Source: an optimization exercise on an open RTL-to-GDS flow (aim: small area and a short achievable clock period). Production flows keep margins and buffers that such runs may drop. No functional check of the RTL was part of any run shown here. No activity file was given, so power comes from the tool's default toggle rates.

==> flow/design.v, too long to show whole: its modules and the start of the top module <==
// module alu_ops: 36 lines
// module mul16lo: 394 lines
// module alu_top: 563 lines
module alu_top (
    input clk,
    input [16-1:0] a,
    input [16-1:0] b,
    input [3:0] sel,
    output reg [16-1:0] y,
    output reg carry
);
  // ...
==> flow/flow/run.sh <==
#!/bin/bash
# Standard ORFS layout (standard.sh: unchanged synthesis, steps and SDC) with
# a larger setup slack margin for the repair steps.  At the design's 27 ns
# period every path already has slack, so without a margin the repair steps
# do nothing; with MARGIN ns they shorten every path longer than 27 - MARGIN.
set -euo pipefail
MARGIN=15.5
bash standard.sh SETUP_SLACK_MARGIN=$MARGIN  finish > standard.log 2>&1
==> flow/standard.sh <==
#!/bin/bash
# synth_recipe.tcl (not shown) runs the flow's synth.tcl, then flattens the netlist and writes it again
# the make line also repeats each setting of config.mk as NAME=value (left out here)
make -C /OpenROAD-flow-scripts/flow DESIGN_CONFIG=/design/flow/config.mk WORK_HOME=/design/flow/orfs CLKGATE_MAP_FILE= SYNTH_SCRIPT=/design/flow/synth_recipe.tcl "${@:-finish}"
==> flow/config.mk <==
export PLATFORM = sky130hd
export DESIGN_NAME = alu_top
export DESIGN_NICKNAME = alu_top
export VERILOG_FILES = /design/flow/design.v
export SDC_FILE = /design/flow/constraint.sdc
export NUM_CORES = 4
export LEC_CHECK = 0
export ABC_AREA = 1
export CAP_MARGIN = 20
export CORE_MARGIN = 2
export CORE_UTILIZATION = 55
export SLEW_MARGIN = 20
==> flow/constraint.sdc <==
create_clock -name core_clock -period 27.0 [get_ports {clk}]
set_input_delay 5.4000 -clock core_clock [delete_from_list [all_inputs] [get_ports {clk}]]
set_output_delay 5.4000 -clock core_clock [all_outputs]
set_load 0.01 [all_outputs]
==> metrics.log, run 1 <==
[metrics] largest voltage drop on the vdd net: 0.0000543 V
[metrics] headroom to the max-slew limit: 19.3%
[metrics] proportion of cell area occupied by registers: 6.91%
[metrics] Layout Utilization: 68.6%
[metrics] via total after detailed routing: 16.8k
[metrics] commonest non-fill, non-tap cell in the layout: sky130_fd_sc_hd__nand2_1
[metrics] period utilisation layout: between 40 and 50%
[metrics] critical path launch point: b[7]
[metrics] slack of the critical path: 14.42 ns
[metrics] count of pins on the block boundary: 54
[metrics] Core Footprint: 27800 µm²
[metrics] GRT met1 Usage: 46.5%
[metrics] Synth Net Count: 2640
[metrics] leakage power summed over all cells: 10.4 nW
[metrics] total of warnings raised by yosys: 2
[metrics] status: no timing/DRC/antenna violations
[metrics] internal power summed over all cells: 0.000407 W
[metrics] sequential cell count: 65
[metrics] number of inserted filler cells in the final layout: 2438
[metrics] Total Routed Length: just under 60000 µm
[metrics] largest family of logic cells by synthesized area: simple AND/OR/NAND/NOR gates
[metrics] Max Clk Rate: 79.5 MHz
[metrics] antenna fix cells: 2
[metrics] proportion of synthesized chip area in sequential cells: 8.39%
[metrics] CP Depth: 47
==> inputs of run 2 (changes only) <==
==> flow/design.v (replaced) <==
module div_pre (input [15:0] a, input [15:0] b, output [5:0] r, output [5:0] q);
  wire [0:0] t15 = a[15];
  wire [0:0] p15 = ~(t15 ^ b[0:0]);
  wire [1:0] c15;
  wire G15_0 = p15[0] ? 1'b0 : b[0];
  assign c15[0] = 1'b0;
  assign c15[1] = G15_0;
  wire [0:0] d15 = ~p15 ^ c15[0:0];
  wire q15 = ~|b[15:1] & ~c15[1];
  wire [0:0] r15 = q15 ? d15[0:0] : t15;
  wire [1:0] t14 = {r15, a[14]};
  wire [1:0] p14 = ~(t14 ^ b[1:0]);
  wire [2:0] c14;
  wire G14_0 = p14[0] ? 1'b0 : b[0];
  wire G14_1 = p14[1] ? G14_0 : b[1];
  assign c14[0] = 1'b0;
  assign c14[1] = G14_0;
  assign c14[2] = G14_1;
  wire [1:0] d14 = ~p14 ^ c14[1:0];
  wire q14 = ~|b[15:2] & ~c14[2];
  wire [1:0] r14 = q14 ? d14[1:0] : t14;
  wire [2:0] t13 = {r14, a[13]};
  wire [2:0] p13 = ~(t13 ^ b[2:0]);
  wire [3:0] c13;
  wire G13_0 = p13[0] ? 1'b0 : b[0];
  wire G13_1 = p13[2] ? b[1] : b[2];
  wire P13_1 = p13[2] & p13[1];
  wire G13_2 = P13_1 ? G13_0 : G13_1;
  wire G13_3 = p13[1] ? G13_0 : b[1];
  assign c13[0] = 1'b0;
  assign c13[1] = G13_0;
  assign c13[2] = G13_3;
  assign c13[3] = G13_2;
  wire [2:0] d13 = ~p13 ^ c13[2:0];
  wire q13 = ~|b[15:3] & ~c13[3];
  wire [2:0] r13 = q13 ? d13[2:0] : t13;
  wire [3:0] t12 = {r13, a[12]};
  wire [3:0] p12 = ~(t12 ^ b[3:0]);
  wire [4:0] c12;
  wire G12_0 = p12[0] ? 1'b0 : b[0];
  wire G12_1 = p12[2] ? b[1] : b[2];
  wire P12_1 = p12[2] & p12[1];
  wire G12_2 = P12_1 ? G12_0 : G12_1;
  wire G12_3 = p12[1] ? G12_0 : b[1];
  wire G12_4 = p12[3] ? G12_2 : b[3];
  assign c12[0] = 1'b0;
  assign c12[1] = G12_0;
  assign c12[2] = G12_3;
  assign c12[3] = G12_2;
  assign c12[4] = G12_4;
  wire [3:0] d12 = ~p12 ^ c12[3:0];
  wire q12 = ~|b[15:4] & ~c12[4];
  wire [3:0] r12 = q12 ? d12[3:0] : t12;
  wire [4:0] t11 = {r12, a[11]};
  wire [4:0] p11 = ~(t11 ^ b[4:0]);
  wire [5:0] c11;
  wire G11_0 = p11[0] ? 1'b0 : b[0];
  wire G11_1 = p11[2] ? b[1] : b[2];
  wire P11_1 = p11[2] & p11[1];
  wire G11_2 = p11[4] ? b[3] : b[4];
  wire P11_2 = p11[4] & p11[3];
  wire G11_3 = P11_1 ? G11_0 : G11_1;
  wire G11_4 = P11_2 ? G11_3 : G11_2;
  wire G11_5 = p11[1] ? G11_0 : b[1];
  wire G11_6 = p11[3] ? G11_3 : b[3];
  assign c11[0] = 1'b0;
  assign c11[1] = G11_0;
  assign c11[2] = G11_5;
  assign c11[3] = G11_3;
  assign c11[4] = G11_6;
  assign c11[5] = G11_4;
  wire [4:0] d11 = ~p11 ^ c11[4:0];
  wire q11 = ~|b[15:5] & ~c11[5];
  wire [4:0] r11 = q11 ? d11[4:0] : t11;
  wire [5:0] t10 = {r11, a[10]};
  wire [5:0] p10 = ~(t10 ^ b[5:0]);
  wire [6:0] c10;
  wire G10_0 = p10[0] ? 1'b0 : b[0];
  wire G10_1 = p10[2] ? b[1] : b[2];
  wire P10_1 = p10[2] & p10[1];
  wire G10_2 = p10[4] ? b[3] : b[4];
  wire P10_2 = p10[4] & p10[3];
  wire G10_3 = P10_1 ? G10_0 : G10_1;
  wire G10_4 = P10_2 ? G10_3 : G10_2;
  wire G10_5 = p10[1] ? G10_0 : b[1];
  wire G10_6 = p10[3] ? G10_3 : b[3];
  wire G10_7 = p10[5] ? G10_4 : b[5];
  assign c10[0] = 1'b0;
  assign c10[1] = G10_0;
  assign c10[2] = G10_5;
  assign c10[3] = G10_3;
  assign c10[4] = G10_6;
  assign c10[5] = G10_4;
  assign c10[6] = G10_7;
  wire [5:0] d10 = ~p10 ^ c10[5:0];
  wire q10 = ~|b[15:6] & ~c10[6];
  wire [5:0] r10 = q10 ? d10[5:0] : t10;
  assign r = r10;
  assign q = {q15, q14, q13, q12, q11, q10};
endmodule
module div_post (input [2:0] a, input [15:0] b, input [12:0] rin, output [2:0] q);
  wire [13:0] t2 = {rin, a[2]};
  wire [13:0] p2 = ~(t2 ^ b[13:0]);
  wire [14:0] c2;
  wire G2_0 = p2[0] ? 1'b0 : b[0];
  wire G2_1 = p2[2] ? b[1] : b[2];
  wire P2_1 = p2[2] & p2[1];
  wire G2_2 = p2[4] ? b[3] : b[4];
  wire P2_2 = p2[4] & p2[3];
  wire G2_3 = p2[6] ? b[5] : b[6];
  wire P2_3 = p2[6] & p2[5];
  wire G2_4 = p2[8] ? b[7] : b[8];
  wire P2_4 = p2[8] & p2[7];
  wire G2_5 = p2[10] ? b[9] : b[10];
  wire P2_5 = p2[10] & p2[9];
  wire G2_6 = p2[12] ? b[11] : b[12];
  wire P2_6 = p2[12] & p2[11];
  wire G2_7 = P2_1 ? G2_0 : G2_1;
  wire G2_8 = P2_3 ? G2_2 : G2_3;
  wire P2_8 = P2_3 & P2_2;
  wire G2_9 = P2_5 ? G2_4 : G2_5;
  wire P2_9 = P2_5 & P2_4;
  wire G2_10 = P2_8 ? G2_7 : G2_8;
  wire G2_11 = P2_9 ? G2_10 : G2_9;
  wire G2_12 = P2_2 ? G2_7 : G2_2;
  wire G2_13 = P2_4 ? G2_10 : G2_4;
  wire G2_14 = P2_6 ? G2_11 : G2_6;
  wire G2_15 = p2[1] ? G2_0 : b[1];
  wire G2_16 = p2[3] ? G2_7 : b[3];
  wire G2_17 = p2[5] ? G2_12 : b[5];
  wire G2_18 = p2[7] ? G2_10 : b[7];
  wire G2_19 = p2[9] ? G2_13 : b[9];
  wire G2_20 = p2[11] ? G2_11 : b[11];
  wire G2_21 = p2[13] ? G2_14 : b[13];
  assign c2[0] = 1'b0;
  assign c2[1] = G2_0;
  assign c2[2] = G2_15;
  assign c2[3] = G2_7;
  assign c2[4] = G2_16;
  assign c2[5] = G2_12;
  assign c2[6] = G2_17;
  assign c2[7] = G2_10;
  assign c2[8] = G2_18;
  assign c2[9] = G2_13;
  assign c2[10] = G2_19;
  assign c2[11] = G2_11;
  assign c2[12] = G2_20;
  assign c2[13] = G2_14;
  assign c2[14] = G2_21;
  wire [13:0] d2 = ~p2 ^ c2[13:0];
  wire q2 = ~|b[15:14] & ~c2[14];
  wire [13:0] r2 = q2 ? d2[13:0] : t2;
  wire [14:0] t1 = {r2, a[1]};
  wire [14:0] p1 = ~(t1 ^ b[14:0]);
  wire [15:0] c1;
  wire G1_0 = p1[0] ? 1'b0 : b[0];
  wire G1_1 = p1[2] ? b[1] : b[2];
  wire P1_1 = p1[2] & p1[1];
  wire G1_2 = p1[4] ? b[3] : b[4];
  wire P1_2 = p1[4] & p1[3];
  wire G1_3 = p1[6] ? b[5] : b[6];
  wire P1_3 = p1[6] & p1[5];
  wire G1_4 = p1[8] ? b[7] : b[8];
  wire P1_4 = p1[8] & p1[7];
  wire G1_5 = p1[10] ? b[9] : b[10];
  wire P1_5 = p1[10] & p1[9];
  wire G1_6 = p1[12] ? b[11] : b[12];
  wire P1_6 = p1[12] & p1[11];
  wire G1_7 = p1[14] ? b[13] : b[14];
  wire P1_7 = p1[14] & p1[13];
  wire G1_8 = P1_1 ? G1_0 : G1_1;
  wire G1_9 = P1_3 ? G1_2 : G1_3;
  wire P1_9 = P1_3 & P1_2;
  wire G1_10 = P1_5 ? G1_4 : G1_5;
  wire P1_10 = P1_5 & P1_4;
  wire G1_11 = P1_7 ? G1_6 : G1_7;
  wire P1_11 = P1_7 & P1_6;
  wire G1_12 = P1_9 ? G1_8 : G1_9;
  wire G1_13 = P1_11 ? G1_10 : G1_11;
  wire P1_13 = P1_11 & P1_10;
  wire G1_14 = P1_13 ? G1_12 : G1_13;
  wire G1_15 = P1_10 ? G1_12 : G1_10;
  wire G1_16 = P1_2 ? G1_8 : G1_2;
  wire G1_17 = P1_4 ? G1_12 : G1_4;
  wire G1_18 = P1_6 ? G1_15 : G1_6;
  wire G1_19 = p1[1] ? G1_0 : b[1];
  wire G1_20 = p1[3] ? G1_8 : b[3];
  wire G1_21 = p1[5] ? G1_16 : b[5];
  wire G1_22 = p1[7] ? G1_12 : b[7];
  wire G1_23 = p1[9] ? G1_17 : b[9];
  wire G1_24 = p1[11] ? G1_15 : b[11];
  wire G1_25 = p1[13] ? G1_18 : b[13];
  assign c1[0] = 1'b0;
  assign c1[1] = G1_0;
  assign c1[2] = G1_19;
  assign c1[3] = G1_8;
  assign c1[4] = G1_20;
  assign c1[5] = G1_16;
  assign c1[6] = G1_21;
  assign c1[7] = G1_12;
  assign c1[8] = G1_22;
  assign c1[9] = G1_17;
  assign c1[10] = G1_23;
  assign c1[11] = G1_15;
  assign c1[12] = G1_24;
  assign c1[13] = G1_18;
  assign c1[14] = G1_25;
  assign c1[15] = G1_14;
  wire [14:0] d1 = ~p1 ^ c1[14:0];
  wire q1 = ~|b[15:15] & ~c1[15];
  wire [14:0] r1 = q1 ? d1[14:0] : t1;
  wire [15:0] t0 = {r1, a[0]};
  wire [15:0] p0 = ~(t0 ^ b[15:0]);
  wire [16:0] c0;
  wire G0_0 = p0[0] ? 1'b0 : b[0];
  wire G0_1 = p0[2] ? b[1] : b[2];
  wire P0_1 = p0[2] & p0[1];
  wire G0_2 = p0[4] ? b[3] : b[4];
  wire P0_2 = p0[4] & p0[3];
  wire G0_3 = p0[6] ? b[5] : b[6];
  wire P0_3 = p0[6] & p0[5];
  wire G0_4 = p0[8] ? b[7] : b[8];
  wire P0_4 = p0[8] & p0[7];
  wire G0_5 = p0[10] ? b[9] : b[10];
  wire P0_5 = p0[10] & p0[9];
  wire G0_6 = p0[12] ? b[11] : b[12];
  wire P0_6 = p0[12] & p0[11];
  wire G0_7 = p0[14] ? b[13] : b[14];
  wire P0_7 = p0[14] & p0[13];
  wire G0_8 = P0_1 ? G0_0 : G0_1;
  wire G0_9 = P0_3 ? G0_2 : G0_3;
  wire P0_9 = P0_3 & P0_2;
  wire G0_10 = P0_5 ? G0_4 : G0_5;
  wire P0_10 = P0_5 & P0_4;
  wire G0_11 = P0_7 ? G0_6 : G0_7;
  wire P0_11 = P0_7 & P0_6;
  wire G0_12 = P0_9 ? G0_8 : G0_9;
  wire G0_13 = P0_11 ? G0_10 : G0_11;
  wire P0_13 = P0_11 & P0_10;
  wire G0_14 = P0_13 ? G0_12 : G0_13;
  wire G0_15 = P0_10 ? G0_12 : G0_10;
  wire G0_16 = P0_2 ? G0_8 : G0_2;
  wire G0_17 = P0_4 ? G0_12 : G0_4;
  wire G0_18 = P0_6 ? G0_15 : G0_6;
  wire G0_19 = p0[1] ? G0_0 : b[1];
  wire G0_20 = p0[3] ? G0_8 : b[3];
  wire G0_21 = p0[5] ? G0_16 : b[5];
  wire G0_22 = p0[7] ? G0_12 : b[7];
  wire G0_23 = p0[9] ? G0_17 : b[9];
  wire G0_24 = p0[11] ? G0_15 : b[11];
  wire G0_25 = p0[13] ? G0_18 : b[13];
  wire G0_26 = p0[15] ? G0_14 : b[15];
  assign c0[0] = 1'b0;
  assign c0[1] = G0_0;
  assign c0[2] = G0_19;
  assign c0[3] = G0_8;
  assign c0[4] = G0_20;
  assign c0[5] = G0_16;
  assign c0[6] = G0_21;
  assign c0[7] = G0_12;
  assign c0[8] = G0_22;
  assign c0[9] = G0_17;
  assign c0[10] = G0_23;
  assign c0[11] = G0_15;
  assign c0[12] = G0_24;
  assign c0[13] = G0_18;
  assign c0[14] = G0_25;
  assign c0[15] = G0_14;
  assign c0[16] = G0_26;
  wire [15:0] d0 = ~p0 ^ c0[15:0];
  wire q0 = 1'b1 & ~c0[16];
  assign q = {q2, q1, q0};
endmodule
module alu_top (
    input clk,
    input [16-1:0] a,
    input [16-1:0] b,
    input [3:0] sel,
    output reg [16-1:0] y,
    output reg carry
);
  wire [5:0] ra, qa;
  div_pre u_pre (.a(a), .b(b), .r(ra), .q(qa));
  reg [15:0] s1_a, s1_b;
  reg [3:0] s1_sel;
  reg [5:0] s1_r, s1_q;
  always @(posedge clk) begin
    s1_a <= a;
    s1_b <= b;
    s1_sel <= sel;
    s1_r <= ra;
    s1_q <= qa;
  end
  wire [6:0] t9 = {s1_r, s1_a[9]};
  wire [6:0] p9 = ~(t9 ^ s1_b[6:0]);
  wire [7:0] c9;
  wire G9_0 = p9[0] ? 1'b0 : s1_b[0];
  wire G9_1 = p9[2] ? s1_b[1] : s1_b[2];
  wire P9_1 = p9[2] & p9[1];
  wire G9_2 = p9[4] ? s1_b[3] : s1_b[4];
  wire P9_2 = p9[4] & p9[3];
  wire G9_3 = p9[6] ? s1_b[5] : s1_b[6];
  wire P9_3 = p9[6] & p9[5];
  wire G9_4 = P9_1 ? G9_0 : G9_1;
  wire G9_5 = P9_3 ? G9_2 : G9_3;
  wire P9_5 = P9_3 & P9_2;
  wire G9_6 = P9_5 ? G9_4 : G9_5;
  wire G9_7 = P9_2 ? G9_4 : G9_2;
  wire G9_8 = p9[1] ? G9_0 : s1_b[1];
  wire G9_9 = p9[3] ? G9_4 : s1_b[3];
  wire G9_10 = p9[5] ? G9_7 : s1_b[5];
  assign c9[0] = 1'b0;
  assign c9[1] = G9_0;
  assign c9[2] = G9_8;
  assign c9[3] = G9_4;
  assign c9[4] = G9_9;
  assign c9[5] = G9_7;
  assign c9[6] = G9_10;
  assign c9[7] = G9_6;
  wire [6:0] d9 = ~p9 ^ c9[6:0];
  wire q9 = ~|s1_b[15:7] & ~c9[7];
  wire [6:0] r9 = q9 ? d9[6:0] : t9;
  wire [7:0] t8 = {r9, s1_a[8]};
  wire [7:0] p8 = ~(t8 ^ s1_b[7:0]);
  wire [8:0] c8;
  wire G8_0 = p8[0] ? 1'b0 : s1_b[0];
  wire G8_1 = p8[2] ? s1_b[1] : s1_b[2];
  wire P8_1 = p8[2] & p8[1];
  wire G8_2 = p8[4] ? s1_b[3] : s1_b[4];
  wire P8_2 = p8[4] & p8[3];
  wire G8_3 = p8[6] ? s1_b[5] : s1_b[6];
  wire P8_3 = p8[6] & p8[5];
  wire G8_4 = P8_1 ? G8_0 : G8_1;
  wire G8_5 = P8_3 ? G8_2 : G8_3;
  wire P8_5 = P8_3 & P8_2;
  wire G8_6 = P8_5 ? G8_4 : G8_5;
  wire G8_7 = P8_2 ? G8_4 : G8_2;
  wire G8_8 = p8[1] ? G8_0 : s1_b[1];
  wire G8_9 = p8[3] ? G8_4 : s1_b[3];
  wire G8_10 = p8[5] ? G8_7 : s1_b[5];
  wire G8_11 = p8[7] ? G8_6 : s1_b[7];
  assign c8[0] = 1'b0;
  assign c8[1] = G8_0;
  assign c8[2] = G8_8;
  assign c8[3] = G8_4;
  assign c8[4] = G8_9;
  assign c8[5] = G8_7;
  assign c8[6] = G8_10;
  assign c8[7] = G8_6;
  assign c8[8] = G8_11;
  wire [7:0] d8 = ~p8 ^ c8[7:0];
  wire q8 = ~|s1_b[15:8] & ~c8[8];
  wire [7:0] r8 = q8 ? d8[7:0] : t8;
  wire [8:0] t7 = {r8, s1_a[7]};
  wire [8:0] p7 = ~(t7 ^ s1_b[8:0]);
  wire [9:0] c7;
  wire G7_0 = p7[0] ? 1'b0 : s1_b[0];
  wire G7_1 = p7[2] ? s1_b[1] : s1_b[2];
  wire P7_1 = p7[2] & p7[1];
  wire G7_2 = p7[4] ? s1_b[3] : s1_b[4];
  wire P7_2 = p7[4] & p7[3];
  wire G7_3 = p7[6] ? s1_b[5] : s1_b[6];
  wire P7_3 = p7[6] & p7[5];
  wire G7_4 = p7[8] ? s1_b[7] : s1_b[8];
  wire P7_4 = p7[8] & p7[7];
  wire G7_5 = P7_1 ? G7_0 : G7_1;
  wire G7_6 = P7_3 ? G7_2 : G7_3;
  wire P7_6 = P7_3 & P7_2;
  wire G7_7 = P7_6 ? G7_5 : G7_6;
  wire G7_8 = P7_2 ? G7_5 : G7_2;
  wire G7_9 = P7_4 ? G7_7 : G7_4;
  wire G7_10 = p7[1] ? G7_0 : s1_b[1];
  wire G7_11 = p7[3] ? G7_5 : s1_b[3];
  wire G7_12 = p7[5] ? G7_8 : s1_b[5];
  wire G7_13 = p7[7] ? G7_7 : s1_b[7];
  assign c7[0] = 1'b0;
  assign c7[1] = G7_0;
  assign c7[2] = G7_10;
  assign c7[3] = G7_5;
  assign c7[4] = G7_11;
  assign c7[5] = G7_8;
  assign c7[6] = G7_12;
  assign c7[7] = G7_7;
  assign c7[8] = G7_13;
  assign c7[9] = G7_9;
  wire [8:0] d7 = ~p7 ^ c7[8:0];
  wire q7 = ~|s1_b[15:9] & ~c7[9];
  wire [8:0] r7 = q7 ? d7[8:0] : t7;
  wire [9:0] t6 = {r7, s1_a[6]};
  wire [9:0] p6 = ~(t6 ^ s1_b[9:0]);
  wire [10:0] c6;
  wire G6_0 = p6[0] ? 1'b0 : s1_b[0];
  wire G6_1 = p6[2] ? s1_b[1] : s1_b[2];
  wire P6_1 = p6[2] & p6[1];
  wire G6_2 = p6[4] ? s1_b[3] : s1_b[4];
  wire P6_2 = p6[4] & p6[3];
  wire G6_3 = p6[6] ? s1_b[5] : s1_b[6];
  wire P6_3 = p6[6] & p6[5];
  wire G6_4 = p6[8] ? s1_b[7] : s1_b[8];
  wire P6_4 = p6[8] & p6[7];
  wire G6_5 = P6_1 ? G6_0 : G6_1;
  wire G6_6 = P6_3 ? G6_2 : G6_3;
  wire P6_6 = P6_3 & P6_2;
  wire G6_7 = P6_6 ? G6_5 : G6_6;
  wire G6_8 = P6_2 ? G6_5 : G6_2;
  wire G6_9 = P6_4 ? G6_7 : G6_4;
  wire G6_10 = p6[1] ? G6_0 : s1_b[1];
  wire G6_11 = p6[3] ? G6_5 : s1_b[3];
  wire G6_12 = p6[5] ? G6_8 : s1_b[5];
  wire G6_13 = p6[7] ? G6_7 : s1_b[7];
  wire G6_14 = p6[9] ? G6_9 : s1_b[9];
  assign c6[0] = 1'b0;
  assign c6[1] = G6_0;
  assign c6[2] = G6_10;
  assign c6[3] = G6_5;
  assign c6[4] = G6_11;
  assign c6[5] = G6_8;
  assign c6[6] = G6_12;
  assign c6[7] = G6_7;
  assign c6[8] = G6_13;
  assign c6[9] = G6_9;
  assign c6[10] = G6_14;
  wire [9:0] d6 = ~p6 ^ c6[9:0];
  wire q6 = ~|s1_b[15:10] & ~c6[10];
  wire [9:0] r6 = q6 ? d6[9:0] : t6;
  wire [10:0] t5 = {r6, s1_a[5]};
  wire [10:0] p5 = ~(t5 ^ s1_b[10:0]);
  wire [11:0] c5;
  wire G5_0 = p5[0] ? 1'b0 : s1_b[0];
  wire G5_1 = p5[2] ? s1_b[1] : s1_b[2];
  wire P5_1 = p5[2] & p5[1];
  wire G5_2 = p5[4] ? s1_b[3] : s1_b[4];
  wire P5_2 = p5[4] & p5[3];
  wire G5_3 = p5[6] ? s1_b[5] : s1_b[6];
  wire P5_3 = p5[6] & p5[5];
  wire G5_4 = p5[8] ? s1_b[7] : s1_b[8];
  wire P5_4 = p5[8] & p5[7];
  wire G5_5 = p5[10] ? s1_b[9] : s1_b[10];
  wire P5_5 = p5[10] & p5[9];
  wire G5_6 = P5_1 ? G5_0 : G5_1;
  wire G5_7 = P5_3 ? G5_2 : G5_3;
  wire P5_7 = P5_3 & P5_2;
  wire G5_8 = P5_5 ? G5_4 : G5_5;
  wire P5_8 = P5_5 & P5_4;
  wire G5_9 = P5_7 ? G5_6 : G5_7;
  wire G5_10 = P5_8 ? G5_9 : G5_8;
  wire G5_11 = P5_2 ? G5_6 : G5_2;
  wire G5_12 = P5_4 ? G5_9 : G5_4;
  wire G5_13 = p5[1] ? G5_0 : s1_b[1];
  wire G5_14 = p5[3] ? G5_6 : s1_b[3];
  wire G5_15 = p5[5] ? G5_11 : s1_b[5];
  wire G5_16 = p5[7] ? G5_9 : s1_b[7];
  wire G5_17 = p5[9] ? G5_12 : s1_b[9];
  assign c5[0] = 1'b0;
  assign c5[1] = G5_0;
  assign c5[2] = G5_13;
  assign c5[3] = G5_6;
  assign c5[4] = G5_14;
  assign c5[5] = G5_11;
  assign c5[6] = G5_15;
  assign c5[7] = G5_9;
  assign c5[8] = G5_16;
  assign c5[9] = G5_12;
  assign c5[10] = G5_17;
  assign c5[11] = G5_10;
  wire [10:0] d5 = ~p5 ^ c5[10:0];
  wire q5 = ~|s1_b[15:11] & ~c5[11];
  wire [10:0] r5 = q5 ? d5[10:0] : t5;
  wire [11:0] t4 = {r5, s1_a[4]};
  wire [11:0] p4 = ~(t4 ^ s1_b[11:0]);
  wire [12:0] c4;
  wire G4_0 = p4[0] ? 1'b0 : s1_b[0];
  wire G4_1 = p4[2] ? s1_b[1] : s1_b[2];
  wire P4_1 = p4[2] & p4[1];
  wire G4_2 = p4[4] ? s1_b[3] : s1_b[4];
  wire P4_2 = p4[4] & p4[3];
  wire G4_3 = p4[6] ? s1_b[5] : s1_b[6];
  wire P4_3 = p4[6] & p4[5];
  wire G4_4 = p4[8] ? s1_b[7] : s1_b[8];
  wire P4_4 = p4[8] & p4[7];
  wire G4_5 = p4[10] ? s1_b[9] : s1_b[10];
  wire P4_5 = p4[10] & p4[9];
  wire G4_6 = P4_1 ? G4_0 : G4_1;
  wire G4_7 = P4_3 ? G4_2 : G4_3;
  wire P4_7 = P4_3 & P4_2;
  wire G4_8 = P4_5 ? G4_4 : G4_5;
  wire P4_8 = P4_5 & P4_4;
  wire G4_9 = P4_7 ? G4_6 : G4_7;
  wire G4_10 = P4_8 ? G4_9 : G4_8;
  wire G4_11 = P4_2 ? G4_6 : G4_2;
  wire G4_12 = P4_4 ? G4_9 : G4_4;
  wire G4_13 = p4[1] ? G4_0 : s1_b[1];
  wire G4_14 = p4[3] ? G4_6 : s1_b[3];
  wire G4_15 = p4[5] ? G4_11 : s1_b[5];
  wire G4_16 = p4[7] ? G4_9 : s1_b[7];
  wire G4_17 = p4[9] ? G4_12 : s1_b[9];
  wire G4_18 = p4[11] ? G4_10 : s1_b[11];
  assign c4[0] = 1'b0;
  assign c4[1] = G4_0;
  assign c4[2] = G4_13;
  assign c4[3] = G4_6;
  assign c4[4] = G4_14;
  assign c4[5] = G4_11;
  assign c4[6] = G4_15;
  assign c4[7] = G4_9;
  assign c4[8] = G4_16;
  assign c4[9] = G4_12;
  assign c4[10] = G4_17;
  assign c4[11] = G4_10;
  assign c4[12] = G4_18;
  wire [11:0] d4 = ~p4 ^ c4[11:0];
  wire q4 = ~|s1_b[15:12] & ~c4[12];
  wire [11:0] r4 = q4 ? d4[11:0] : t4;
  wire [12:0] t3 = {r4, s1_a[3]};
  wire [12:0] p3 = ~(t3 ^ s1_b[12:0]);
  wire [13:0] c3;
  wire G3_0 = p3[0] ? 1'b0 : s1_b[0];
  wire G3_1 = p3[2] ? s1_b[1] : s1_b[2];
  wire P3_1 = p3[2] & p3[1];
  wire G3_2 = p3[4] ? s1_b[3] : s1_b[4];
  wire P3_2 = p3[4] & p3[3];
  wire G3_3 = p3[6] ? s1_b[5] : s1_b[6];
  wire P3_3 = p3[6] & p3[5];
  wire G3_4 = p3[8] ? s1_b[7] : s1_b[8];
  wire P3_4 = p3[8] & p3[7];
  wire G3_5 = p3[10] ? s1_b[9] : s1_b[10];
  wire P3_5 = p3[10] & p3[9];
  wire G3_6 = p3[12] ? s1_b[11] : s1_b[12];
  wire P3_6 = p3[12] & p3[11];
  wire G3_7 = P3_1 ? G3_0 : G3_1;
  wire G3_8 = P3_3 ? G3_2 : G3_3;
  wire P3_8 = P3_3 & P3_2;
  wire G3_9 = P3_5 ? G3_4 : G3_5;
  wire P3_9 = P3_5 & P3_4;
  wire G3_10 = P3_8 ? G3_7 : G3_8;
  wire G3_11 = P3_9 ? G3_10 : G3_9;
  wire G3_12 = P3_2 ? G3_7 : G3_2;
  wire G3_13 = P3_4 ? G3_10 : G3_4;
  wire G3_14 = P3_6 ? G3_11 : G3_6;
  wire G3_15 = p3[1] ? G3_0 : s1_b[1];
  wire G3_16 = p3[3] ? G3_7 : s1_b[3];
  wire G3_17 = p3[5] ? G3_12 : s1_b[5];
  wire G3_18 = p3[7] ? G3_10 : s1_b[7];
  wire G3_19 = p3[9] ? G3_13 : s1_b[9];
  wire G3_20 = p3[11] ? G3_11 : s1_b[11];
  assign c3[0] = 1'b0;
  assign c3[1] = G3_0;
  assign c3[2] = G3_15;
  assign c3[3] = G3_7;
  assign c3[4] = G3_16;
  assign c3[5] = G3_12;
  assign c3[6] = G3_17;
  assign c3[7] = G3_10;
  assign c3[8] = G3_18;
  assign c3[9] = G3_13;
  assign c3[10] = G3_19;
  assign c3[11] = G3_11;
  assign c3[12] = G3_20;
  assign c3[13] = G3_14;
  wire [12:0] d3 = ~p3 ^ c3[12:0];
  wire q3 = ~|s1_b[15:13] & ~c3[13];
  wire [12:0] r3 = q3 ? d3[12:0] : t3;
  wire [12:0] rb = r3;
  wire [9:3] qb = {q9, q8, q7, q6, q5, q4, q3};
  wire [15:0] o;
  wire co;
  wire [16:0] sc, dc; wire [16:0] sum; wire [15:0] dif;
  assign sc[0] = 1'b0; assign dc[0] = 1'b1;
  genvar k;
  generate for (k = 0; k < 16; k = k + 1) begin : rip
    assign sum[k] = s1_a[k] ^ s1_b[k] ^ sc[k];
    assign sc[k+1] = (s1_a[k] & s1_b[k]) | (sc[k] & (s1_a[k] ^ s1_b[k]));
    assign dif[k] = s1_a[k] ^ ~s1_b[k] ^ dc[k];
    assign dc[k+1] = (s1_a[k] & ~s1_b[k]) | (dc[k] & ~(s1_a[k] ^ s1_b[k]));
  end endgenerate
  assign sum[16] = sc[16];
  assign co = sum[16];
  wire [15:0] prod;
  wire pp0_0 = s1_a[0] & s1_b[0];
  wire pp0_1 = s1_a[1] & s1_b[0];
  wire pp0_2 = s1_a[2] & s1_b[0];
  wire pp0_3 = s1_a[3] & s1_b[0];
  wire pp0_4 = s1_a[4] & s1_b[0];
  wire pp0_5 = s1_a[5] & s1_b[0];
  wire pp0_6 = s1_a[6] & s1_b[0];
  wire pp0_7 = s1_a[7] & s1_b[0];
  wire pp0_8 = s1_a[8] & s1_b[0];
  wire pp0_9 = s1_a[9] & s1_b[0];
  wire pp0_10 = s1_a[10] & s1_b[0];
  wire pp0_11 = s1_a[11] & s1_b[0];
  wire pp0_12 = s1_a[12] & s1_b[0];
  wire pp0_13 = s1_a[13] & s1_b[0];
  wire pp0_14 = s1_a[14] & s1_b[0];
  wire pp0_15 = s1_a[15] & s1_b[0];
  wire pp1_0 = s1_a[0] & s1_b[1];
  wire pp1_1 = s1_a[1] & s1_b[1];
  wire pp1_2 = s1_a[2] & s1_b[1];
  wire pp1_3 = s1_a[3] & s1_b[1];
  wire pp1_4 = s1_a[4] & s1_b[1];
  wire pp1_5 = s1_a[5] & s1_b[1];
  wire pp1_6 = s1_a[6] & s1_b[1];
  wire pp1_7 = s1_a[7] & s1_b[1];
  wire pp1_8 = s1_a[8] & s1_b[1];
  wire pp1_9 = s1_a[9] & s1_b[1];
  wire pp1_10 = s1_a[10] & s1_b[1];
  wire pp1_11 = s1_a[11] & s1_b[1];
  wire pp1_12 = s1_a[12] & s1_b[1];
  wire pp1_13 = s1_a[13] & s1_b[1];
  wire pp1_14 = s1_a[14] & s1_b[1];
  wire pp2_0 = s1_a[0] & s1_b[2];
  wire pp2_1 = s1_a[1] & s1_b[2];
  wire pp2_2 = s1_a[2] & s1_b[2];
  wire pp2_3 = s1_a[3] & s1_b[2];
  wire pp2_4 = s1_a[4] & s1_b[2];
  wire pp2_5 = s1_a[5] & s1_b[2];
  wire pp2_6 = s1_a[6] & s1_b[2];
  wire pp2_7 = s1_a[7] & s1_b[2];
  wire pp2_8 = s1_a[8] & s1_b[2];
  wire pp2_9 = s1_a[9] & s1_b[2];
  wire pp2_10 = s1_a[10] & s1_b[2];
  wire pp2_11 = s1_a[11] & s1_b[2];
  wire pp2_12 = s1_a[12] & s1_b[2];
  wire pp2_13 = s1_a[13] & s1_b[2];
  wire pp3_0 = s1_a[0] & s1_b[3];
  wire pp3_1 = s1_a[1] & s1_b[3];
  wire pp3_2 = s1_a[2] & s1_b[3];
  wire pp3_3 = s1_a[3] & s1_b[3];
  wire pp3_4 = s1_a[4] & s1_b[3];
  wire pp3_5 = s1_a[5] & s1_b[3];
  wire pp3_6 = s1_a[6] & s1_b[3];
  wire pp3_7 = s1_a[7] & s1_b[3];
  wire pp3_8 = s1_a[8] & s1_b[3];
  wire pp3_9 = s1_a[9] & s1_b[3];
  wire pp3_10 = s1_a[10] & s1_b[3];
  wire pp3_11 = s1_a[11] & s1_b[3];
  wire pp3_12 = s1_a[12] & s1_b[3];
  wire pp4_0 = s1_a[0] & s1_b[4];
  wire pp4_1 = s1_a[1] & s1_b[4];
  wire pp4_2 = s1_a[2] & s1_b[4];
  wire pp4_3 = s1_a[3] & s1_b[4];
  wire pp4_4 = s1_a[4] & s1_b[4];
  wire pp4_5 = s1_a[5] & s1_b[4];
  wire pp4_6 = s1_a[6] & s1_b[4];
  wire pp4_7 = s1_a[7] & s1_b[4];
  wire pp4_8 = s1_a[8] & s1_b[4];
  wire pp4_9 = s1_a[9] & s1_b[4];
  wire pp4_10 = s1_a[10] & s1_b[4];
  wire pp4_11 = s1_a[11] & s1_b[4];
  wire pp5_0 = s1_a[0] & s1_b[5];
  wire pp5_1 = s1_a[1] & s1_b[5];
  wire pp5_2 = s1_a[2] & s1_b[5];
  wire pp5_3 = s1_a[3] & s1_b[5];
  wire pp5_4 = s1_a[4] & s1_b[5];
  wire pp5_5 = s1_a[5] & s1_b[5];
  wire pp5_6 = s1_a[6] & s1_b[5];
  wire pp5_7 = s1_a[7] & s1_b[5];
  wire pp5_8 = s1_a[8] & s1_b[5];
  wire pp5_9 = s1_a[9] & s1_b[5];
  wire pp5_10 = s1_a[10] & s1_b[5];
  wire pp6_0 = s1_a[0] & s1_b[6];
  wire pp6_1 = s1_a[1] & s1_b[6];
  wire pp6_2 = s1_a[2] & s1_b[6];
  wire pp6_3 = s1_a[3] & s1_b[6];
  wire pp6_4 = s1_a[4] & s1_b[6];
  wire pp6_5 = s1_a[5] & s1_b[6];
  wire pp6_6 = s1_a[6] & s1_b[6];
  wire pp6_7 = s1_a[7] & s1_b[6];
  wire pp6_8 = s1_a[8] & s1_b[6];
  wire pp6_9 = s1_a[9] & s1_b[6];
  wire pp7_0 = s1_a[0] & s1_b[7];
  wire pp7_1 = s1_a[1] & s1_b[7];
  wire pp7_2 = s1_a[2] & s1_b[7];
  wire pp7_3 = s1_a[3] & s1_b[7];
  wire pp7_4 = s1_a[4] & s1_b[7];
  wire pp7_5 = s1_a[5] & s1_b[7];
  wire pp7_6 = s1_a[6] & s1_b[7];
  wire pp7_7 = s1_a[7] & s1_b[7];
  wire pp7_8 = s1_a[8] & s1_b[7];
  wire pp8_0 = s1_a[0] & s1_b[8];
  wire pp8_1 = s1_a[1] & s1_b[8];
  wire pp8_2 = s1_a[2] & s1_b[8];
  wire pp8_3 = s1_a[3] & s1_b[8];
  wire pp8_4 = s1_a[4] & s1_b[8];
  wire pp8_5 = s1_a[5] & s1_b[8];
  wire pp8_6 = s1_a[6] & s1_b[8];
  wire pp8_7 = s1_a[7] & s1_b[8];
  wire pp9_0 = s1_a[0] & s1_b[9];
  wire pp9_1 = s1_a[1] & s1_b[9];
  wire pp9_2 = s1_a[2] & s1_b[9];
  wire pp9_3 = s1_a[3] & s1_b[9];
  wire pp9_4 = s1_a[4] & s1_b[9];
  wire pp9_5 = s1_a[5] & s1_b[9];
  wire pp9_6 = s1_a[6] & s1_b[9];
  wire pp10_0 = s1_a[0] & s1_b[10];
  wire pp10_1 = s1_a[1] & s1_b[10];
  wire pp10_2 = s1_a[2] & s1_b[10];
  wire pp10_3 = s1_a[3] & s1_b[10];
  wire pp10_4 = s1_a[4] & s1_b[10];
  wire pp10_5 = s1_a[5] & s1_b[10];
  wire pp11_0 = s1_a[0] & s1_b[11];
  wire pp11_1 = s1_a[1] & s1_b[11];
  wire pp11_2 = s1_a[2] & s1_b[11];
  wire pp11_3 = s1_a[3] & s1_b[11];
  wire pp11_4 = s1_a[4] & s1_b[11];
  wire pp12_0 = s1_a[0] & s1_b[12];
  wire pp12_1 = s1_a[1] & s1_b[12];
  wire pp12_2 = s1_a[2] & s1_b[12];
  wire pp12_3 = s1_a[3] & s1_b[12];
  wire pp13_0 = s1_a[0] & s1_b[13];
  wire pp13_1 = s1_a[1] & s1_b[13];
  wire pp13_2 = s1_a[2] & s1_b[13];
  wire pp14_0 = s1_a[0] & s1_b[14];
  wire pp14_1 = s1_a[1] & s1_b[14];
  wire pp15_0 = s1_a[0] & s1_b[15];
  wire fs0 = pp0_2 ^ pp1_1 ^ pp2_0;
  wire fc0 = (pp0_2 & pp1_1) | (pp0_2 & pp2_0) | (pp1_1 & pp2_0);
  wire fs1 = pp0_3 ^ pp1_2 ^ pp2_1;
  wire fc1 = (pp0_3 & pp1_2) | (pp0_3 & pp2_1) | (pp1_2 & pp2_1);
  wire fs2 = pp0_4 ^ pp1_3 ^ pp2_2;
  wire fc2 = (pp0_4 & pp1_3) | (pp0_4 & pp2_2) | (pp1_3 & pp2_2);
  wire fs3 = pp0_5 ^ pp1_4 ^ pp2_3;
  wire fc3 = (pp0_5 & pp1_4) | (pp0_5 & pp2_3) | (pp1_4 & pp2_3);
  wire fs4 = pp3_2 ^ pp4_1 ^ pp5_0;
  wire fc4 = (pp3_2 & pp4_1) | (pp3_2 & pp5_0) | (pp4_1 & pp5_0);
  wire fs5 = pp0_6 ^ pp1_5 ^ pp2_4;
  wire fc5 = (pp0_6 & pp1_5) | (pp0_6 & pp2_4) | (pp1_5 & pp2_4);
  wire fs6 = pp3_3 ^ pp4_2 ^ pp5_1;
  wire fc6 = (pp3_3 & pp4_2) | (pp3_3 & pp5_1) | (pp4_2 & pp5_1);
  wire fs7 = pp0_7 ^ pp1_6 ^ pp2_5;
  wire fc7 = (pp0_7 & pp1_6) | (pp0_7 & pp2_5) | (pp1_6 & pp2_5);
  wire fs8 = pp3_4 ^ pp4_3 ^ pp5_2;
  wire fc8 = (pp3_4 & pp4_3) | (pp3_4 & pp5_2) | (pp4_3 & pp5_2);
  wire fs9 = pp0_8 ^ pp1_7 ^ pp2_6;
  wire fc9 = (pp0_8 & pp1_7) | (pp0_8 & pp2_6) | (pp1_7 & pp2_6);
  wire fs10 = pp3_5 ^ pp4_4 ^ pp5_3;
  wire fc10 = (pp3_5 & pp4_4) | (pp3_5 & pp5_3) | (pp4_4 & pp5_3);
  wire fs11 = pp6_2 ^ pp7_1 ^ pp8_0;
  wire fc11 = (pp6_2 & pp7_1) | (pp6_2 & pp8_0) | (pp7_1 & pp8_0);
  wire fs12 = pp0_9 ^ pp1_8 ^ pp2_7;
  wire fc12 = (pp0_9 & pp1_8) | (pp0_9 & pp2_7) | (pp1_8 & pp2_7);
  wire fs13 = pp3_6 ^ pp4_5 ^ pp5_4;
  wire fc13 = (pp3_6 & pp4_5) | (pp3_6 & pp5_4) | (pp4_5 & pp5_4);
  wire fs14 = pp6_3 ^ pp7_2 ^ pp8_1;
  wire fc14 = (pp6_3 & pp7_2) | (pp6_3 & pp8_1) | (pp7_2 & pp8_1);
  wire fs15 = pp0_10 ^ pp1_9 ^ pp2_8;
  wire fc15 = (pp0_10 & pp1_9) | (pp0_10 & pp2_8) | (pp1_9 & pp2_8);
  wire fs16 = pp3_7 ^ pp4_6 ^ pp5_5;
  wire fc16 = (pp3_7 & pp4_6) | (pp3_7 & pp5_5) | (pp4_6 & pp5_5);
  wire fs17 = pp6_4 ^ pp7_3 ^ pp8_2;
  wire fc17 = (pp6_4 & pp7_3) | (pp6_4 & pp8_2) | (pp7_3 & pp8_2);
  wire fs18 = pp0_11 ^ pp1_10 ^ pp2_9;
  wire fc18 = (pp0_11 & pp1_10) | (pp0_11 & pp2_9) | (pp1_10 & pp2_9);
  wire fs19 = pp3_8 ^ pp4_7 ^ pp5_6;
  wire fc19 = (pp3_8 & pp4_7) | (pp3_8 & pp5_6) | (pp4_7 & pp5_6);
  wire fs20 = pp6_5 ^ pp7_4 ^ pp8_3;
  wire fc20 = (pp6_5 & pp7_4) | (pp6_5 & pp8_3) | (pp7_4 & pp8_3);
  wire fs21 = pp9_2 ^ pp10_1 ^ pp11_0;
  wire fc21 = (pp9_2 & pp10_1) | (pp9_2 & pp11_0) | (pp10_1 & pp11_0);
  wire fs22 = pp0_12 ^ pp1_11 ^ pp2_10;
  wire fc22 = (pp0_12 & pp1_11) | (pp0_12 & pp2_10) | (pp1_11 & pp2_10);
  wire fs23 = pp3_9 ^ pp4_8 ^ pp5_7;
  wire fc23 = (pp3_9 & pp4_8) | (pp3_9 & pp5_7) | (pp4_8 & pp5_7);
  wire fs24 = pp6_6 ^ pp7_5 ^ pp8_4;
  wire fc24 = (pp6_6 & pp7_5) | (pp6_6 & pp8_4) | (pp7_5 & pp8_4);
  wire fs25 = pp9_3 ^ pp10_2 ^ pp11_1;
  wire fc25 = (pp9_3 & pp10_2) | (pp9_3 & pp11_1) | (pp10_2 & pp11_1);
  wire fs26 = pp0_13 ^ pp1_12 ^ pp2_11;
  wire fc26 = (pp0_13 & pp1_12) | (pp0_13 & pp2_11) | (pp1_12 & pp2_11);
  wire fs27 = pp3_10 ^ pp4_9 ^ pp5_8;
  wire fc27 = (pp3_10 & pp4_9) | (pp3_10 & pp5_8) | (pp4_9 & pp5_8);
  wire fs28 = pp6_7 ^ pp7_6 ^ pp8_5;
  wire fc28 = (pp6_7 & pp7_6) | (pp6_7 & pp8_5) | (pp7_6 & pp8_5);
  wire fs29 = pp9_4 ^ pp10_3 ^ pp11_2;
  wire fc29 = (pp9_4 & pp10_3) | (pp9_4 & pp11_2) | (pp10_3 & pp11_2);
  wire fs30 = pp0_14 ^ pp1_13 ^ pp2_12;
  wire fc30 = (pp0_14 & pp1_13) | (pp0_14 & pp2_12) | (pp1_13 & pp2_12);
  wire fs31 = pp3_11 ^ pp4_10 ^ pp5_9;
  wire fc31 = (pp3_11 & pp4_10) | (pp3_11 & pp5_9) | (pp4_10 & pp5_9);
  wire fs32 = pp6_8 ^ pp7_7 ^ pp8_6;
  wire fc32 = (pp6_8 & pp7_7) | (pp6_8 & pp8_6) | (pp7_7 & pp8_6);
  wire fs33 = pp9_5 ^ pp10_4 ^ pp11_3;
  wire fc33 = (pp9_5 & pp10_4) | (pp9_5 & pp11_3) | (pp10_4 & pp11_3);
  wire fs34 = pp12_2 ^ pp13_1 ^ pp14_0;
  wire fc34 = (pp12_2 & pp13_1) | (pp12_2 & pp14_0) | (pp13_1 & pp14_0);
  wire fs35 = pp0_15 ^ pp1_14 ^ pp2_13;
  wire fc35 = (pp0_15 & pp1_14) | (pp0_15 & pp2_13) | (pp1_14 & pp2_13);
  wire fs36 = pp3_12 ^ pp4_11 ^ pp5_10;
  wire fc36 = (pp3_12 & pp4_11) | (pp3_12 & pp5_10) | (pp4_11 & pp5_10);
  wire fs37 = pp6_9 ^ pp7_8 ^ pp8_7;
  wire fc37 = (pp6_9 & pp7_8) | (pp6_9 & pp8_7) | (pp7_8 & pp8_7);
  wire fs38 = pp9_6 ^ pp10_5 ^ pp11_4;
  wire fc38 = (pp9_6 & pp10_5) | (pp9_6 & pp11_4) | (pp10_5 & pp11_4);
  wire fs39 = pp12_3 ^ pp13_2 ^ pp14_1;
  wire fc39 = (pp12_3 & pp13_2) | (pp12_3 & pp14_1) | (pp13_2 & pp14_1);
  wire fs40 = fc0 ^ fs1 ^ pp3_0;
  wire fc40 = (fc0 & fs1) | (fc0 & pp3_0) | (fs1 & pp3_0);
  wire fs41 = fc1 ^ fs2 ^ pp3_1;
  wire fc41 = (fc1 & fs2) | (fc1 & pp3_1) | (fs2 & pp3_1);
  wire fs42 = fc2 ^ fs3 ^ fs4;
  wire fc42 = (fc2 & fs3) | (fc2 & fs4) | (fs3 & fs4);
  wire fs43 = fc3 ^ fc4 ^ fs5;
  wire fc43 = (fc3 & fc4) | (fc3 & fs5) | (fc4 & fs5);
  wire fs44 = fc5 ^ fc6 ^ fs7;
  wire fc44 = (fc5 & fc6) | (fc5 & fs7) | (fc6 & fs7);
  wire fs45 = fs8 ^ pp6_1 ^ pp7_0;
  wire fc45 = (fs8 & pp6_1) | (fs8 & pp7_0) | (pp6_1 & pp7_0);
  wire fs46 = fc7 ^ fc8 ^ fs9;
  wire fc46 = (fc7 & fc8) | (fc7 & fs9) | (fc8 & fs9);
  wire fs47 = fc9 ^ fc10 ^ fc11;
  wire fc47 = (fc9 & fc10) | (fc9 & fc11) | (fc10 & fc11);
  wire fs48 = fs12 ^ fs13 ^ fs14;
  wire fc48 = (fs12 & fs13) | (fs12 & fs14) | (fs13 & fs14);
  wire fs49 = fc12 ^ fc13 ^ fc14;
  wire fc49 = (fc12 & fc13) | (fc12 & fc14) | (fc13 & fc14);
  wire fs50 = fs15 ^ fs16 ^ fs17;
  wire fc50 = (fs15 & fs16) | (fs15 & fs17) | (fs16 & fs17);
  wire fs51 = fc15 ^ fc16 ^ fc17;
  wire fc51 = (fc15 & fc16) | (fc15 & fc17) | (fc16 & fc17);
  wire fs52 = fs18 ^ fs19 ^ fs20;
  wire fc52 = (fs18 & fs19) | (fs18 & fs20) | (fs19 & fs20);
  wire fs53 = fc18 ^ fc19 ^ fc20;
  wire fc53 = (fc18 & fc19) | (fc18 & fc20) | (fc19 & fc20);
  wire fs54 = fc21 ^ fs22 ^ fs23;
  wire fc54 = (fc21 & fs22) | (fc21 & fs23) | (fs22 & fs23);
  wire fs55 = fs24 ^ fs25 ^ pp12_0;
  wire fc55 = (fs24 & fs25) | (fs24 & pp12_0) | (fs25 & pp12_0);
  wire fs56 = fc22 ^ fc23 ^ fc24;
  wire fc56 = (fc22 & fc23) | (fc22 & fc24) | (fc23 & fc24);
  wire fs57 = fc25 ^ fs26 ^ fs27;
  wire fc57 = (fc25 & fs26) | (fc25 & fs27) | (fs26 & fs27);
  wire fs58 = fs28 ^ fs29 ^ pp12_1;
  wire fc58 = (fs28 & fs29) | (fs28 & pp12_1) | (fs29 & pp12_1);
  wire fs59 = fc26 ^ fc27 ^ fc28;
  wire fc59 = (fc26 & fc27) | (fc26 & fc28) | (fc27 & fc28);
  wire fs60 = fc29 ^ fs30 ^ fs31;
  wire fc60 = (fc29 & fs30) | (fc29 & fs31) | (fs30 & fs31);
  wire fs61 = fs32 ^ fs33 ^ fs34;
  wire fc61 = (fs32 & fs33) | (fs32 & fs34) | (fs33 & fs34);
  wire fs62 = fc30 ^ fc31 ^ fc32;
  wire fc62 = (fc30 & fc31) | (fc30 & fc32) | (fc31 & fc32);
  wire fs63 = fc33 ^ fc34 ^ fs35;
  wire fc63 = (fc33 & fc34) | (fc33 & fs35) | (fc34 & fs35);
  wire fs64 = fs36 ^ fs37 ^ fs38;
  wire fc64 = (fs36 & fs37) | (fs36 & fs38) | (fs37 & fs38);
  wire fs65 = fc40 ^ fs41 ^ pp4_0;
  wire fc65 = (fc40 & fs41) | (fc40 & pp4_0) | (fs41 & pp4_0);
  wire fs66 = fc42 ^ fs43 ^ fs6;
  wire fc66 = (fc42 & fs43) | (fc42 & fs6) | (fs43 & fs6);
  wire fs67 = fc43 ^ fs44 ^ fs45;
  wire fc67 = (fc43 & fs44) | (fc43 & fs45) | (fs44 & fs45);
  wire fs68 = fc44 ^ fc45 ^ fs46;
  wire fc68 = (fc44 & fc45) | (fc44 & fs46) | (fc45 & fs46);
  wire fs69 = fc46 ^ fs47 ^ fs48;
  wire fc69 = (fc46 & fs47) | (fc46 & fs48) | (fs47 & fs48);
  wire fs70 = fc47 ^ fc48 ^ fs49;
  wire fc70 = (fc47 & fc48) | (fc47 & fs49) | (fc48 & fs49);
  wire fs71 = fs50 ^ pp9_1 ^ pp10_0;
  wire fc71 = (fs50 & pp9_1) | (fs50 & pp10_0) | (pp9_1 & pp10_0);
  wire fs72 = fc49 ^ fc50 ^ fs51;
  wire fc72 = (fc49 & fc50) | (fc49 & fs51) | (fc50 & fs51);
  wire fs73 = fc51 ^ fc52 ^ fs53;
  wire fc73 = (fc51 & fc52) | (fc51 & fs53) | (fc52 & fs53);
  wire fs74 = fc53 ^ fc54 ^ fc55;
  wire fc74 = (fc53 & fc54) | (fc53 & fc55) | (fc54 & fc55);
  wire fs75 = fs56 ^ fs57 ^ fs58;
  wire fc75 = (fs56 & fs57) | (fs56 & fs58) | (fs57 & fs58);
  wire fs76 = fc56 ^ fc57 ^ fc58;
  wire fc76 = (fc56 & fc57) | (fc56 & fc58) | (fc57 & fc58);
  wire fs77 = fs59 ^ fs60 ^ fs61;
  wire fc77 = (fs59 & fs60) | (fs59 & fs61) | (fs60 & fs61);
  wire fs78 = fc59 ^ fc60 ^ fc61;
  wire fc78 = (fc59 & fc60) | (fc59 & fc61) | (fc60 & fc61);
  wire fs79 = fs62 ^ fs63 ^ fs64;
  wire fc79 = (fs62 & fs63) | (fs62 & fs64) | (fs63 & fs64);
  wire fs80 = fc65 ^ fc41 ^ fs42;
  wire fc80 = (fc65 & fc41) | (fc65 & fs42) | (fc41 & fs42);
  wire fs81 = fc67 ^ fs68 ^ fs10;
  wire fc81 = (fc67 & fs68) | (fc67 & fs10) | (fs68 & fs10);
  wire fs82 = fc68 ^ fs69 ^ pp9_0;
  wire fc82 = (fc68 & fs69) | (fc68 & pp9_0) | (fs69 & pp9_0);
  wire fs83 = fc69 ^ fs70 ^ fs71;
  wire fc83 = (fc69 & fs70) | (fc69 & fs71) | (fs70 & fs71);
  wire fs84 = fc70 ^ fc71 ^ fs72;
  wire fc84 = (fc70 & fc71) | (fc70 & fs72) | (fc71 & fs72);
  wire fs85 = fc72 ^ fs73 ^ fs54;
  wire fc85 = (fc72 & fs73) | (fc72 & fs54) | (fs73 & fs54);
  wire fs86 = fc73 ^ fs74 ^ fs75;
  wire fc86 = (fc73 & fs74) | (fc73 & fs75) | (fs74 & fs75);
  wire fs87 = fc74 ^ fc75 ^ fs76;
  wire fc87 = (fc74 & fc75) | (fc74 & fs76) | (fc75 & fs76);
  wire fs88 = fc76 ^ fc77 ^ fs78;
  wire fc88 = (fc76 & fc77) | (fc76 & fs78) | (fc77 & fs78);
  wire fs89 = fs79 ^ fs39 ^ pp15_0;
  wire fc89 = (fs79 & fs39) | (fs79 & pp15_0) | (fs39 & pp15_0);
  wire fs90 = fc80 ^ fs66 ^ pp6_0;
  wire fc90 = (fc80 & fs66) | (fc80 & pp6_0) | (fs66 & pp6_0);
  wire fs91 = fc83 ^ fs84 ^ fs52;
  wire fc91 = (fc83 & fs84) | (fc83 & fs52) | (fs84 & fs52);
  wire fs92 = fc84 ^ fs85 ^ fs55;
  wire fc92 = (fc84 & fs85) | (fc84 & fs55) | (fs85 & fs55);
  wire fs93 = fc85 ^ fs86 ^ pp13_0;
  wire fc93 = (fc85 & fs86) | (fc85 & pp13_0) | (fs86 & pp13_0);
  wire fs94 = fc86 ^ fs87 ^ fs77;
  wire fc94 = (fc86 & fs87) | (fc86 & fs77) | (fs87 & fs77);
  wire fs95 = fc87 ^ fs88 ^ fs89;
  wire fc95 = (fc87 & fs88) | (fc87 & fs89) | (fs88 & fs89);
  wire fs96 = fc90 ^ fc66 ^ fs67;
  wire fc96 = (fc90 & fc66) | (fc90 & fs67) | (fc66 & fs67);
  wire fs97 = fc96 ^ fs81 ^ fs11;
  wire fc97 = (fc96 & fs81) | (fc96 & fs11) | (fs81 & fs11);
  wire fs98 = fc97 ^ fc81 ^ fs82;
  wire fc98 = (fc97 & fc81) | (fc97 & fs82) | (fc81 & fs82);
  wire fs99 = fc98 ^ fc82 ^ fs83;
  wire fc99 = (fc98 & fc82) | (fc98 & fs83) | (fc82 & fs83);
  wire fs100 = fc99 ^ fs91 ^ fs21;
  wire fc100 = (fc99 & fs91) | (fc99 & fs21) | (fs91 & fs21);
  wire fs101 = fc100 ^ fc91 ^ fs92;
  wire fc101 = (fc100 & fc91) | (fc100 & fs92) | (fc91 & fs92);
  wire fs102 = fc101 ^ fc92 ^ fs93;
  wire fc102 = (fc101 & fc92) | (fc101 & fs93) | (fc92 & fs93);
  wire fs103 = fc102 ^ fc93 ^ fs94;
  wire fc103 = (fc102 & fc93) | (fc102 & fs94) | (fc93 & fs94);
  wire fs104 = fc103 ^ fc94 ^ fs95;
  wire fc104 = (fc103 & fc94) | (fc103 & fs95) | (fc94 & fs95);
  assign prod[0] = pp0_0;
  wire hs105 = pp0_1 ^ pp1_0;
  wire hc105 = pp0_1 & pp1_0;
  assign prod[1] = hs105;
  wire hs106 = fs0 ^ hc105;
  wire hc106 = fs0 & hc105;
  assign prod[2] = hs106;
  wire hs107 = fs40 ^ hc106;
  wire hc107 = fs40 & hc106;
  assign prod[3] = hs107;
  wire hs108 = fs65 ^ hc107;
  wire hc108 = fs65 & hc107;
  assign prod[4] = hs108;
  wire hs109 = fs80 ^ hc108;
  wire hc109 = fs80 & hc108;
  assign prod[5] = hs109;
  wire hs110 = fs90 ^ hc109;
  wire hc110 = fs90 & hc109;
  assign prod[6] = hs110;
  wire hs111 = fs96 ^ hc110;
  wire hc111 = fs96 & hc110;
  assign prod[7] = hs111;
  wire hs112 = fs97 ^ hc111;
  wire hc112 = fs97 & hc111;
  assign prod[8] = hs112;
  wire hs113 = fs98 ^ hc112;
  wire hc113 = fs98 & hc112;
  assign prod[9] = hs113;
  wire hs114 = fs99 ^ hc113;
  wire hc114 = fs99 & hc113;
  assign prod[10] = hs114;
  wire hs115 = fs100 ^ hc114;
  wire hc115 = fs100 & hc114;
  assign prod[11] = hs115;
  wire hs116 = fs101 ^ hc115;
  wire hc116 = fs101 & hc115;
  assign prod[12] = hs116;
  wire hs117 = fs102 ^ hc116;
  wire hc117 = fs102 & hc116;
  assign prod[13] = hs117;
  wire hs118 = fs103 ^ hc117;
  wire hc118 = fs103 & hc117;
  assign prod[14] = hs118;
  wire hs119 = fs104 ^ hc118;
  wire hc119 = fs104 & hc118;
  assign prod[15] = hs119;
  wire s_add = (s1_sel == 4'b0000) | (s1_sel[3:1] == 3'b111);
  wire s_sub = s1_sel == 4'b0001;
  wire s_mul = s1_sel == 4'b0010;
  wire s_shl = s1_sel == 4'b0100;
  wire s_shr = s1_sel == 4'b0101;
  wire s_rl = s1_sel == 4'b0110;
  wire s_rr = s1_sel == 4'b0111;
  wire s_lg = s1_sel[3] & ~(s1_sel[2] & s1_sel[1]);
  wire l_g = s_lg & ((s1_sel[2:0] == 3'b000) | (s1_sel[2:0] == 3'b001) | (s1_sel[2:0] == 3'b011) | (s1_sel[2:0] == 3'b100));
  wire l_p = s_lg & ((s1_sel[2:0] == 3'b001) | (s1_sel[2:0] == 3'b010) | (s1_sel[2:0] == 3'b011) | (s1_sel[2:0] == 3'b101));
  wire l_n = s_lg & ((s1_sel[2:0] == 3'b011) | (s1_sel[2:0] == 3'b100) | (s1_sel[2:0] == 3'b101));
  wire [15:0] bg = s1_a & s1_b, bp = s1_a ^ s1_b;
  wire [15:0] lo = {16{l_n}} ^ (({16{l_g}} & bg) | ({16{l_p}} & bp));
  wire [15:0] sh = ({16{s_shl}} & {s1_a[14:0], 1'b0}) | ({16{s_shr}} & {1'b0, s1_a[15:1]})
                 | ({16{s_rl}} & {8'b0, s1_a[6:0], s1_a[7]}) | ({16{s_rr}} & {8'b0, s1_a[0], s1_a[7:1]});
  assign o = ({16{s_add}} & sum[15:0]) | ({16{s_sub}} & dif) | ({16{s_mul}} & prod) | sh | lo;
  wire isdiv = s1_sel == 4'b0011;
  reg [15:0] s2_m;         
  reg [12:0] s2_r;
  reg [2:0] s2_a;
  reg [15:0] s2_b;
  reg s2_div;
  always @(posedge clk) begin
    s2_m <= isdiv ? {s1_q, qb, o[2:0]} : o;
    s2_r <= rb;
    s2_a <= s1_a[2:0];
    s2_b <= s1_b;
    s2_div <= isdiv;
    carry <= co;
  end
  wire [2:0] qc;
  div_post u_post (.a(s2_a), .b(s2_b), .rin(s2_r), .q(qc));
  always @* y = {s2_m[15:3], s2_div ? qc : s2_m[2:0]};
endmodule
==> flow/flow/run.sh (replaced) <==
#!/bin/bash
# Standard ORFS layout (standard.sh: unchanged synthesis, steps and SDC) with
# a larger setup slack margin for the repair steps.  At the design's 27 ns
# period every path already has slack, so without a margin the repair steps
# do nothing; with MARGIN ns they shorten every path longer than 27 - MARGIN.
set -euo pipefail
MARGIN=17
bash standard.sh SETUP_SLACK_MARGIN=$MARGIN  finish > standard.log 2>&1
--- a/flow/config.mk
+++ b/flow/config.mk
@@ -5,8 +5,9 @@
 export SDC_FILE = /design/flow/constraint.sdc
 export NUM_CORES = 4
 export LEC_CHECK = 0
 export ABC_AREA = 1
 export CAP_MARGIN = 20
 export CORE_MARGIN = 2
 export CORE_UTILIZATION = 55
 export SLEW_MARGIN = 20
+export SYNTH_HIERARCHICAL = 1
==> metrics.log, run 2 <==
[metrics] placed cells: 2946 (was 2802)
[metrics] biggest area contributors in the synthesized netlist: sky130_fd_sc_hd__nand2_1, sky130_fd_sc_hd__fa_1, sky130_fd_sc_hd__dfxtp_1 (was sky130_fd_sc_hd__nand2_1, sky130_fd_sc_hd__fa_1, sky130_fd_sc_hd__inv_1)
[metrics] endpoint required time on the critical path: 21.60 ns (was 27.23 ns)
[metrics] relative area change from synthesis to final layout: 10.7% (was 22.9%)
[metrics] count of port buffers added during placement: 53 (unchanged)
[metrics] FP Rows: 62 (was 61)
[metrics] R2R Path Start: s1_b[3]$_DFF_P_ (was s1_b[8]$_DFF_P_)
[metrics] antenna fix cells: 0 (was 2)
[metrics] Max Clk Rate: 101 MHz (was 79.5 MHz)
[metrics] Core Footprint: 28900 µm² (was 27800 µm²)
[metrics] critical path data arrival time: 4.46 ns (was 12.81 ns)
[metrics] proportion of synthesized flip-flops having asynchronous set or reset: 0% (unchanged)
[metrics] status: no timing/DRC/antenna violations (unchanged)
[metrics] total of warnings raised by yosys: 7 (was 2)
[metrics] clock buffers created by TritonCTS: 9 (unchanged)
[metrics] number of inserted filler cells in the final layout: 2783 (was 2438)
[metrics] RSZ-0062 raised after global routing: no (was yes)
[metrics] mean post-synth cell area: 6.33 µm² (was 6.43 µm²)
[metrics] vertical extent of the die: 176 µm (was 172 µm)
[metrics] Hold/Removal Path Class: reg -> reg (unchanged)
[metrics] clock insertion delay at the later pin of the skew report: 0.37 ns (was 0.36 ns)
[metrics] count of pins on the block boundary: 54 (unchanged)
[metrics] number of standard cells in the layout, taps in and fillers out: 3001 (was 3026)
[metrics] first-pass GRT wire length: 77800 µm (was 82200 µm)
[metrics] fraction of layout instances using a drive strength above 1: 16.1% (was 26.0%)
[metrics] clock input transition at the sequential cells of the worst setup and hold paths: 0.07 ns (was 0.06 ns)
[metrics] final total negative setup slack: 0 ns (unchanged)
[metrics] number of max-slew violations in the final report: 0 (unchanged)
[metrics] Total Routed Length: 48600 µm (was 58500 µm)
[metrics] proportion of synthesized chip area in sequential cells: 12.1% (was 8.39%)
[metrics] leakage power summed over all cells: 10.0 nW (was 10.4 nW)
[metrics] kind of end point of the critical path: output port (was register)
[metrics] number of different library cells in the post-synthesis netlist: 64 (was 70)
[metrics] nets: 2837 (was 2870)
[metrics] Die ar.: 30900 µm² (was 29500 µm²)
[metrics] most frequent cells after synthesis: sky130_fd_sc_hd__nand2_1, sky130_fd_sc_hd__inv_1, sky130_fd_sc_hd__nand3_1 (unchanged)
[metrics] Critical Setup Path Class: reg -> out (was in -> reg)
[metrics] Yosys top cell by area: sky130_fd_sc_hd__nand2_1 (unchanged)
[metrics] Critical Path Start Type: register (was input pin)
[metrics] depth of the most critical reg-to-reg path: 69 (was 102)
[metrics] Hold Startpoint: s1_b[15]$_DFF_P_ (was s1_q[5]$_DFF_P_)
[metrics] final design area excluding fillers: 18000 µm² (was 19100 µm²)
[metrics] final setup violating endpoints: 0 (unchanged)
[metrics] area share of the largest cell type after synthesis: 21.2% (was 19.0%)
[metrics] top_reg_cell synth: sky130_fd_sc_hd__dfxtp_1 (unchanged)
[metrics] Seq cells post-synth: 98 (was 65)
[metrics] number of iterations in the first detailed-routing pass: 5 (was 7)
[metrics] number of antenna violations at the first check in global routing: 0 (was 1)
[metrics] largest voltage drop on the vdd net: 0.0000419 V (was 0.0000543 V)
[metrics] Design Power: 0.000904 W (was 0.000839 W)
[metrics] DR iter-0 viols: 943 (was 1332)
[metrics] Post-route DRC: 0 (unchanged)
[metrics] most common cell in the netlist: sky130_fd_sc_hd__nand2_1 (unchanged)
[metrics] placed cell areas: 16800 µm² (was 16100 µm²)
[metrics] slack of the critical path: 17.14 ns (was 14.42 ns)
[metrics] Synth Net Count: 2793 (was 2640)
[metrics] Final min period: 9.86 ns (was 12.58 ns)
[metrics] headroom to the max-slew limit: 34.2% (was 19.3%)
[metrics] cell area after technology mapping: 16300 µm² (was 15500 µm²)
[metrics] largest net degree at the start of global routing: 32 (was 30)
[metrics] period utilisation layout: 36.5% (was 46.6%)
[metrics] Power Dens Cells: 50.2 nW/µm² (was 44.0 nW/µm²)
[metrics] commonest non-fill, non-tap cell in the layout: sky130_fd_sc_hd__nand2_1 (unchanged)
[metrics] All-Layer GR Usage: 31.8% (was 36.2%)
[metrics] starting utilization of the core area: 56.2% (was 55.8%)
[metrics] synthesized instance count: 2568 (was 2412)
[metrics] number of buffers added to fix hold violations after cts: 0 (unchanged)
[metrics] via total after detailed routing: 16.0k (was 16.8k)
[metrics] final clock skew: 0.0133 ns (was 0.0126 ns)
[metrics] critical path launch point: s2_b[3]$_DFF_P_ (was b[7])
[metrics] CTS sink count: 98 (was 65)
==> run 2: path summary, 6_finish.rpt <==
| kind | to | slack (ns) |
|---|---|---|
| worst min-delay path | s2_b[15]$_DFF_P_ | 0.44 |
| worst max register to register | s2_m[3]$_DFF_P_ | 18.02 |
| worst min register to register | s2_b[15]$_DFF_P_ | 0.44 |
| worst max-delay path | y[0] | 17.14 |
==> run 2: what timing repair did <==
item,4_1_cts,5_1_grt
endpoints found under the setup margin,1,15
gates resized for setup,36,103
cloned,5,4
pin swaps,14,38
setup buffers,9,21
==> run 2: cells by family (layout without fill, tap and decap cells) <==
kind of cell,count (synthesis),count (layout),share of synthesized area [%]
DFF,98,98,12.1
AOI/OAI and AO/OA,134,134,5.70
muxes,3,3,0.208
buffers and inverters,551,591,14.5
adders and majority gates,188,188,20.0
and+or+nand+nor,1527,1536,43.9
xor gates and xnor gates,67,67,3.61
==> run 2: layer usage <==
| metal | up-vias | wire, µm | track usage (%) |
|---|---|---|---|
| met3 | 96 | 3830 | 5.43 |
| met5 | - | 0 | 0 |
| met2 | 541 | 22100 | 52.1 |
| met4 | 0 | 1460 | 10.0 |
| li1 | 7994 | - | - |
| met1 | 7392 | 21200 | 42.9 |
==> run 2: layout make-up <==
cell class	instances	area (µm²)	area share, %
Tap cell	384	480	2.67
Sequential cell	98	1990	11.1
Inverter	469	1780	9.91
Multi-Input combinational cell	1928	12400	69.1
Timing Repair Buffer	106	1010	5.60
Clock inverter	7	75.1	0.417
Clock buffer	9	225	1.25
==> run 2: worst max-delay path: cells and delay by family (launching register included) <==
kind | cells | cell delay, ns
and+or+nand+nor | 25 | 2.47
buffers and inverters | 7 | 0.84
muxes | 1 | 0.26
AOI/OAI and AO/OA | 1 | 0.16
DFF | 1 | 0.35
==> run 2: power breakdown <==
part | internal, W | switching, W | total, W
registers | 0.000158 | 0.0000127 | 0.000171
clock network | 0.0000727 | 0.0000608 | 0.000133
logic | 0.000238 | 0.000361 | 0.000599
==> run 2: Yosys stat by module, one instance, submodules excluded <==
module / cells inside / flops+latches / copies in the design
div_pre: 268 / 0 / 1
alu_top: 1772 / 98 / 1
div_post: 528 / 0 / 1
==> run 2: per-stage QoR <==
stage,util (%),hold slack (ns)
after CTS,60.1,0.436
after detailed placement,58.2,0.426
after global placement,58.2,0.424
after floorplan,-,0.350
final,62.2,0.437
after global routing,62.2,0.445
